This design comes from an exercise in tuning for small area, a short achievable clock period and few clock cycles on the open sky130 flow, not from production work.
Function was not checked in any run shown here: the RTL went through the layout flow alone.
Power and IR drop assume default switching activity.

==> flow/design.v (outline; a module is shown in full before it is edited, if it fits) <==
// module CONVCOR: 624 lines
module CONVCOR(
        clk,
        rst_n,
        in_valid,
        in_a,
        in_b,
        in_mode,
        out_valid,
        out
);
  // ...
==> flow/flow/run.sh <==
#!/bin/bash
# Standard ORFS layout, with repair_timing aiming for extra setup slack so the
# layout is sized for a shorter period than the 12 ns constraint.
set -euo pipefail
bash standard.sh SETUP_SLACK_MARGIN=8 finish > flow_standard.log 2>&1
==> flow/standard.sh <==
#!/bin/bash
# synth_recipe.tcl (not shown) runs the flow's synth.tcl, then flattens the netlist and writes it again
# the make line also repeats each setting of config.mk as NAME=value (left out here)
make -C /OpenROAD-flow-scripts/flow DESIGN_CONFIG=/design/flow/config.mk WORK_HOME=/design/flow/orfs CLKGATE_MAP_FILE= SYNTH_SCRIPT=/design/flow/synth_recipe.tcl "${@:-finish}"
==> flow/config.mk <==
export PLATFORM = sky130hd
export DESIGN_NAME = CONVCOR
export DESIGN_NICKNAME = CONVCOR
export VERILOG_FILES = /design/flow/design.v
export SDC_FILE = /design/flow/constraint.sdc
export NUM_CORES = 4
export LEC_CHECK = 0
export CAP_MARGIN = 20
export CORE_MARGIN = 2
export CORE_UTILIZATION = 40
export SLEW_MARGIN = 20
==> flow/constraint.sdc <==
create_clock -name core_clock -period 12.0 [get_ports {clk}]
set_input_delay 2.4000 -clock core_clock [delete_from_list [all_inputs] [get_ports {clk}]]
set_output_delay 2.4000 -clock core_clock [all_outputs]
set_load 0.01 [all_outputs]
==> results.json, run 1 <==
{
  "met1Wirelength_um": 16200,
  "yosysTopAreaCellShare": 0.3217,
  "layout_commonest_cell": "inv_1",
  "grt_max_degree": 37,
  "startpoint_type": "register",
  "setup_viol": 0,
  "pre_cts_ws_ns": 6.592,
  "min_to": "out_valid",
  "drt-wirelength-per-cell_um": 18.28,
  "min_path_type": "reg2reg",
  "nClkBuffers": 17,
  "fin_crit_sh": 0.4277,
  "synth_xor_area_frac": 0.02346,
  "avgViaCountPerCell": 5.066,
  "outcome": "no timing/DRC/antenna violations",
  "synth_top_family_by_area": "adder cells",
  "finalCriticalPeriod_ns": 5.133,
  "ys.flop_type": "edfxtp_1",
  "final_area_mm2": 0.01881,
  "grtUsageMet2": 0.3575,
  "power_mw": 5.824,
  "reg2regPathDepth": 15,
  "yosys-top-cells-area": "fa_1 (32%), edfxtp_1 (20%), dfxtp_1 (10%)",
  "fin_cells": 2042,
  "pg_clk_mw": 0.579,
  "seqCellArea_mm2": 0.004552,
  "syn_area_mm2": 0.01493,
  "path_max_fanout": 5,
  "postPlaceCellArea_mm2": 0.01650
}
==> run 2: changes to the inputs <==
==> flow/run.sh (new file) <==
#!/bin/bash
# synth_recipe.tcl (not shown) runs the flow's synth.tcl, then flattens the netlist and writes it again
# the make line also repeats each setting of config.mk as NAME=value (left out here)
make -C /OpenROAD-flow-scripts/flow DESIGN_CONFIG=/design/flow/config.mk WORK_HOME=/design/flow/orfs CLKGATE_MAP_FILE= SYNTH_SCRIPT=/design/flow/synth_recipe.tcl finish
removed: flow/flow/run.sh
removed: flow/standard.sh
==> run 2 against run 1 <==
Compared with the run above:
- sequential power increased by 2%
- via count is 6.2% lower
- combinational power shrank 33%
- first-iteration DRC count down 18%
- still clean on timing, DRC and antenna
- synthesized area is the same
- fmax down 16%
- clock-buffer cell count unchanged
- critical endpoint is now out[35]
==> results.json, run 2 <==
{
  "outcome": "no timing/DRC/antenna violations",
  "root_buffer": "clkbuf_16",
  "drc": 0,
  "syn_inst": 1387,
  "top_register": "out",
  "globalplace.congestion": 0.8338,
  "postCtsSetupBuffers": 0,
  "drv_cap": 0,
  "via_count": 9707,
  "pin_count": 73,
  "endpoint_kind": "register",
  "die-width_um": 197.2,
  "yosysUniqueCellTypes": 47,
  "drt_iter0_drc": 426,
  "num_antenna_cells": 0,
  "yosys.area.top_type": "fa_1",
  "crit_type": "reg2reg",
  "reg2regPathDepth": 16,
  "layout-drive-gt1-share": 0.03304,
  "cp-endpoint": "out[35]",
  "setup_tns_ns": 0,
  "fmax_mhz": 163.1,
  "grt-ovfl-total": 0,
  "r2r_slack_ns": 5.87,
  "crit_start": "xa[15]",
  "r2r_end": "out[35]",
  "layout_commonest_cell": "inv_1",
  "area_growth_pct": 11.96,
  "synth_seq_cells": 173,
  "nNetsFinal": 1779,
  "final_cell_mix": "inv_1 (257), fa_1 (240), and2_1 (148), nand2_1 (120), edfxtp_1 (97)",
  "synth.most_common_cell": "inv_1",
  "ant_nets": 0,
  "ys_warn_count": 1,
  "crit_chain": "nand2_1 -> fa_1 -> inv_1 -> fa_1 -> fa_1 -> fa_1 -> inv_1 -> fa_1 -> fa_1 -> ha_1 -> nand2_1 -> nor2_1 -> a211oi_1 -> o31ai_1 -> a31oi_1 -> xnor2_1",
  "finClkSkew_ns": 0.01361,
  "seq_area_frac_synth": 0.2969,
  "grt.total_usage": 0.1886,
  "yosysTopAreaCellShare": 0.3217,
  "power_density_mw_per_mm2": 261.6,
  "peakVddDrop_uv": 286.9,
  "leakage_nw": 7.273,
  "avgViaCountPerCell": 5.053,
  "grt_pass1_wl_um": 56350,
  "synth_edf_count": 97,
  "synth.avg_cell_area_um2": 10.77,
  "rr_startpoint": "xa[15]",
  "setup_viol": 0,
  "grt_max_degree": 37,
  "max_stage_delay_ns": 0.85,
  "tritoncts": "yes",
  "min_path_type": "reg2reg",
  "ctsLongestPathBuffers": 2,
  "worst_slew_pin_slew_ns": 0.9235,
  "startpoint_type": "register",
  "fill_cells": 3431,
  "initial_core_util": 0.4070,
  "postPlaceCellArea_mm2": 0.01613,
  "crit_required_ns": 12.34,
  "finalCriticalPeriod_ns": 6.132,
  "die-area_mm2": 0.03890,
  "clock_latency_ns": 0.46,
  "grt_pass1_vias": 10670,
  "cts_htree_levels": 4,
  "io_buffer_count": 72,
  "die_h_um": 197.2,
  "drt-wirelength-per-cell_um": 17.66,
  "routed_wl_um": 33930,
  "finalHoldViolations": 0,
  "drv_slew": 0,
  "path_max_fanout": 17,
  "ys.flop_type": "edfxtp_1",
  "placement_rows": 70,
  "syn_area_mm2": 0.01493,
  "fin_crit_sh": 0.5110,
  "worstPathArrival_ns": 6.48,
  "ys_top_cells_by_count": "inv_1 (257), fa_1 (240), and2_1 (148), nand2_1 (120), edfxtp_1 (97)",
  "grt_antenna_before_repair": 0,
  "async_flop_share": 0,
  "largest_register_ffs": 36,
  "final_area_mm2": 0.01672,
  "core_area_mm2": 0.03670,
  "slew_headroom": 0.3824,
  "rsz0062_at_grt": "false",
  "cpMostUsedCell": "fa_1",
  "cts_resized": 0,
  "dp_hpwl_um": 24810,
  "first_pass_iters": 5,
  "clock_sinks": 173,
  "yosys-top-cells-area": "fa_1 (32%), edfxtp_1 (20%), dfxtp_1 (10%)",
  "clkTransAtPathRegs_ns": 0.08,
  "cts_made_buffers": 17,
  "synth_nets": 1726,
  "hold_buffers": 0,
  "crit_path_top_delay_cell": "dfxtp_1"
}
run 2: cell counts after synthesis:
Identical to the previous run, type by type.
run 2: routing by layer:
metal	GRT usage	wire (um)
met4	0.06433	833
met5	0	0
met2	0.3286	17120
met3	0.02663	1033
met1	0.2410	14950
run 2: report_power, final:
| group | leakage (nW) | switching (mW) | internal, mW | total [mW] |
|---|---|---|---|---|
| Clock | 0.291 | 0.288 | 0.281 | 0.569 |
| Sequential | 1.54 | 0.115 | 0.783 | 0.897 |
| Combinational | 5.45 | 1.61 | 1.30 | 2.91 |
| Total | 7.27 | 2.01 | 2.37 | 4.37 |
run 2: how the worst min path moves through the flow:
stage | start | to | slack, ns | cells after the start
2_1_floorplan | ov | out_valid | 0.41 | 1
3_3_place_gp | ov | out_valid | 0.42 | 1
3_5_place_dp | ov | out_valid | 0.43 | 1
4_1_cts | ov | out_valid | 0.44 | 1
5_1_grt | ov | out_valid | 0.48 | 1
6_report | ov | out_valid | 0.44 | 1
run 2: per-stage QoR:
step	util	instances	setup WS (ns)	total power, mW	hold WS [ns]
finish	0.4556	1921	5.868	4.375	0.4409
global route	0.4556	1921	5.507	4.857	0.4772
CTS	0.4556	1921	5.925	4.414	0.4447
detailed placement	0.4394	1889	5.968	3.802	0.4258
global placement	0.4394	1889	6.034	3.755	0.4160
floorplan	-	1387	6.595	3.106	0.4118
run 2: cells by family after synthesis:
group / after synthesis / share of synthesized area
buf+inv: 307 / 0.07900
flops: 173 / 0.2969
fa+ha+maj: 303 / 0.3745
mux: 3 / 0.002262
compound gates: 154 / 0.07850
xor+xnor: 40 / 0.02346
simple gates: 407 / 0.1454
run 2: critical path: cells and delay by family, from the launching register on:
kind                       cells  cell delay (ns)
buffers and inverters          2             0.11
and+or+nand+nor                3             0.42
AOI/OAI and AO/OA              3             1.21
DFF                            1             0.85
xor gates and xnor gates       1             0.09
adders and majority gates      7             3.32
run 2: layout make-up:
type	instances	area [um2]	share of cell area
clock inverters	15	168.9	0.01010
well taps	468	585.6	0.03502
repair buffers	84	810.8	0.04849
inverters	257	964.7	0.05770
clock buffers	17	425.4	0.02544
multi-input cells	907	9330	0.5580
flip-flops and latches	173	4434	0.2652

what the ideal ports hide:
The results above use ideal ports. As a check the final layouts listed here were re-extracted and re-timed, cells and wires unchanged. Step 1 sets driving cells, clkbuf_16 on the clock port and buf_2 on the other inputs (assumed; they add their load-dependent delay and slew). Step 2, shift: input delay + t, output delay - t, t = (earliest + latest rising clock arrival at the registers) / 2. This alone moves slack from input paths to output paths. Slacks: ideal ports / drivers / drivers and shift; pairs: ideal ports / drivers.
run | t (ns) | slack for setup (ns) | hold slack, ns | latest minus earliest clock arrival (ns) | pins driven straight from the clock port
run 1 | 0.502 | 6.867 / 6.867 / 6.867 | 0.464 / 0.465 / 0.465 | 0.019 / 0.019 | 1
run 2 | 0.500 | 5.868 / 5.868 / 5.868 | 0.441 / 0.441 / 0.441 | 0.013 / 0.013 | 1
After both steps every run listed still meets setup and hold.
